From an optimization exercise on the open Yosys and OpenROAD flow, aimed at small area, a short achievable clock period and few clock cycles; shortcuts taken in it are not production practice. At most, simulation tests tie the RTL to the original design; equivalence was not proved. Power and IR drop assume default switching activity.

Design happy_face, start of the top module:
module happy_face (
    input wire signed [31:0] s_x,
    input wire signed [31:0] s_y,
    input wire signed [31:0] height,
    input wire __clock,
    input wire __reset,
    input wire __start,
    input wire __ready,
    output reg __valid,
    output reg __done,
    output reg signed [31:0] __output_0,
    output reg signed [31:0] __output_1
);
export LEC_CHECK = 0
export ABC_AREA = 1
export CAP_MARGIN = 20
export CORE_MARGIN = 2
export CORE_UTILIZATION = 40
export SLEW_MARGIN = 20
create_clock -name core_clock -period 20.0 [get_ports {__clock}]
standard.sh (not shown) runs the stock make flow with config.mk's settings and CLKGATE_MAP_FILE= SYNTH_SCRIPT=/design/flow/synth_recipe.tcl, a recipe that flattens the netlist after the stock synthesis.
==> flow/flow/run.sh <==
#!/bin/bash
# Standard layout, with plain buffers on the ports instead of delay buffers, a clock tree of
# smaller buffers without dummy loads, and timing repair that aims well below the clock period.
set -euo pipefail
export BUFFER_PORTS_ARGS="-buffer_cell sky130_fd_sc_hd__buf_1"
export CTS_ARGS="-sink_clustering_enable -repair_clock_nets -dont_use_dummy_load -buf_list {sky130_fd_sc_hd__clkbuf_4 sky130_fd_sc_hd__clkbuf_8}"
export SETUP_SLACK_MARGIN=15
bash standard.sh > standard.log 2>&1
The baseline completed without violations.
Testbench counts at the start, summed over its fixed seeds: cycles 31,968.
Rerun with:
--- a/flow/flow/run.sh
+++ b/flow/flow/run.sh
@@ -5,4 +5,4 @@
 export BUFFER_PORTS_ARGS="-buffer_cell sky130_fd_sc_hd__buf_1"
 export CTS_ARGS="-sink_clustering_enable -repair_clock_nets -dont_use_dummy_load -buf_list {sky130_fd_sc_hd__clkbuf_4 sky130_fd_sc_hd__clkbuf_8}"
-export SETUP_SLACK_MARGIN=15
+export SETUP_SLACK_MARGIN=14.75
 bash standard.sh > standard.log 2>&1
The new run finished with timing, DRC and antenna clean.
Non-clock buffer count drops by 124.
Synthesized area stays the same.
Setup slack loses 0.12 ns.
Cell area drops by 9.0%.
Utilization drops by 4.5 points.
Power drops by 6.9%.
Routed wire length drops by 5.0%.
Maximum frequency drops by 2.3%.
Rerun with:
--- a/flow/flow/run.sh
+++ b/flow/flow/run.sh
@@ -5,4 +5,4 @@
 export BUFFER_PORTS_ARGS="-buffer_cell sky130_fd_sc_hd__buf_1"
 export CTS_ARGS="-sink_clustering_enable -repair_clock_nets -dont_use_dummy_load -buf_list {sky130_fd_sc_hd__clkbuf_4 sky130_fd_sc_hd__clkbuf_8}"
-export SETUP_SLACK_MARGIN=14.75
+export SETUP_SLACK_MARGIN=14.5
 bash standard.sh > standard.log 2>&1
Sequential power is about the same.
Global-route usage goes down by 0.90 points.
Total power drops by 1.2%.
Sequential share of layout area grows by 0.55 points.
Count of clock-buffer cells in the layout stays the same.
First-iteration DRC count falls by 11%.
Clock power is about the same.
Worst setup slack degrades by 0.24 ns.
Critical path depth is unchanged.
Rerun with:
--- a/flow/flow/run.sh
+++ b/flow/flow/run.sh
@@ -5,4 +5,4 @@
 export BUFFER_PORTS_ARGS="-buffer_cell sky130_fd_sc_hd__buf_1"
 export CTS_ARGS="-sink_clustering_enable -repair_clock_nets -dont_use_dummy_load -buf_list {sky130_fd_sc_hd__clkbuf_4 sky130_fd_sc_hd__clkbuf_8}"
-export SETUP_SLACK_MARGIN=14.5
+export SETUP_SLACK_MARGIN=14.75
 bash standard.sh > standard.log 2>&1
CORE_UTILIZATION = 55   (was 40)
After rerunning: Cell count drops by 5.3%. Global-route usage climbs by 7.4 points. Combinational power climbs by about 1%. Worst hold slack is better by 0.019 ns. Utilization climbs by 18 points.

---

happy_face, a different RTL version from the one above (not shown whole).
Size: about 1,400 cells after synthesis, roughly 140 flip-flops, roughly 13,000 um^2 of cells after synthesis.
clock: 20.0 ns
lec_check: 0
cap_margin: 20
core_margin: 2
core_utilization: 40
slew_margin: 20
==> flow/flow/run.sh <==
#!/bin/bash
# Standard layout, with plain buffers on the ports instead of delay buffers, a clock tree of
# smaller buffers without dummy loads, and timing repair that aims well below the clock period.
set -euo pipefail
export BUFFER_PORTS_ARGS="-buffer_cell sky130_fd_sc_hd__buf_1"
export CTS_ARGS="-sink_clustering_enable -repair_clock_nets -dont_use_dummy_load -buf_list {sky130_fd_sc_hd__clkbuf_4 sky130_fd_sc_hd__clkbuf_8}"
export SETUP_SLACK_MARGIN=14.5
bash standard.sh > standard.log 2>&1
The starting point produced a clean layout.
Then changed:
--- a/flow/config.mk
+++ b/flow/config.mk
@@ -6,4 +6,5 @@
 export NUM_CORES = 4
 export LEC_CHECK = 0
+export ABC_AREA = 1
 export CAP_MARGIN = 20
 export CORE_MARGIN = 2
After rerunning: The changed run completed with no timing, DRC or antenna violations; die area rises by 2.6%; area after synthesis came out higher by 2.6%; core utilization came out lower by 1.1 points; worst setup slack gets better by 39 ps; wire length came out higher by 11%.
Function was not checked in any run of this note: the RTL went through the layout flow alone.

==> separate check: timing with driven ports <==
In the flow no input, the clock included, has a driving cell. The finished layouts below were timed again as built, in two steps.
Step 1, drivers: a clkbuf_16 drives __clock and a buf_2 each remaining input, both assumed.
Step 2 times the ports against the registers' clock, not the clock port: input delays grow and output delays shrink by t, the midpoint of the rising clock arrivals with the driver on.
Slacks: no drivers / after step 1 / after step 2; pairs: no drivers / after step 1.
| run | shift t [ns] | slack for setup (ns) | worst hold slack (ns) | worst setup path at the end | worst data-port slew with drivers (ns) |
|---|---|---|---|---|---|
| the first run of note 1 | 0.524 | 14.904 / 14.863 / 14.340 | 0.497 / 0.497 / 0.497 | input to register | 0.13 |
| the second run of note 1 | 0.534 | 14.782 / 14.795 / 14.260 | 0.497 / 0.497 / 0.497 | input to register | 0.07 |
| the third run of note 1 | 0.528 | 14.541 / 14.560 / 14.032 | 0.494 / 0.494 / 0.494 | input to register | 0.07 |
| the fourth run of note 1 | 0.487 | 14.770 / 14.763 / 14.276 | 0.514 / 0.514 / 0.514 | input to register | 0.07 |
| the first run of note 2 | 0.500 | 14.609 / 14.608 / 14.108 | 0.530 / 0.530 / 0.530 | input to register | 0.09 |
| the second run of note 2 | 0.530 | 14.648 / 14.648 / 14.117 | 0.467 / 0.467 / 0.467 | input to register | 0.05 |
After both steps setup and hold are still met in every run listed. The setup slack of the first run of note 1, which loses most, moves by -0.041 ns with the drivers and by -0.564 ns with both steps.
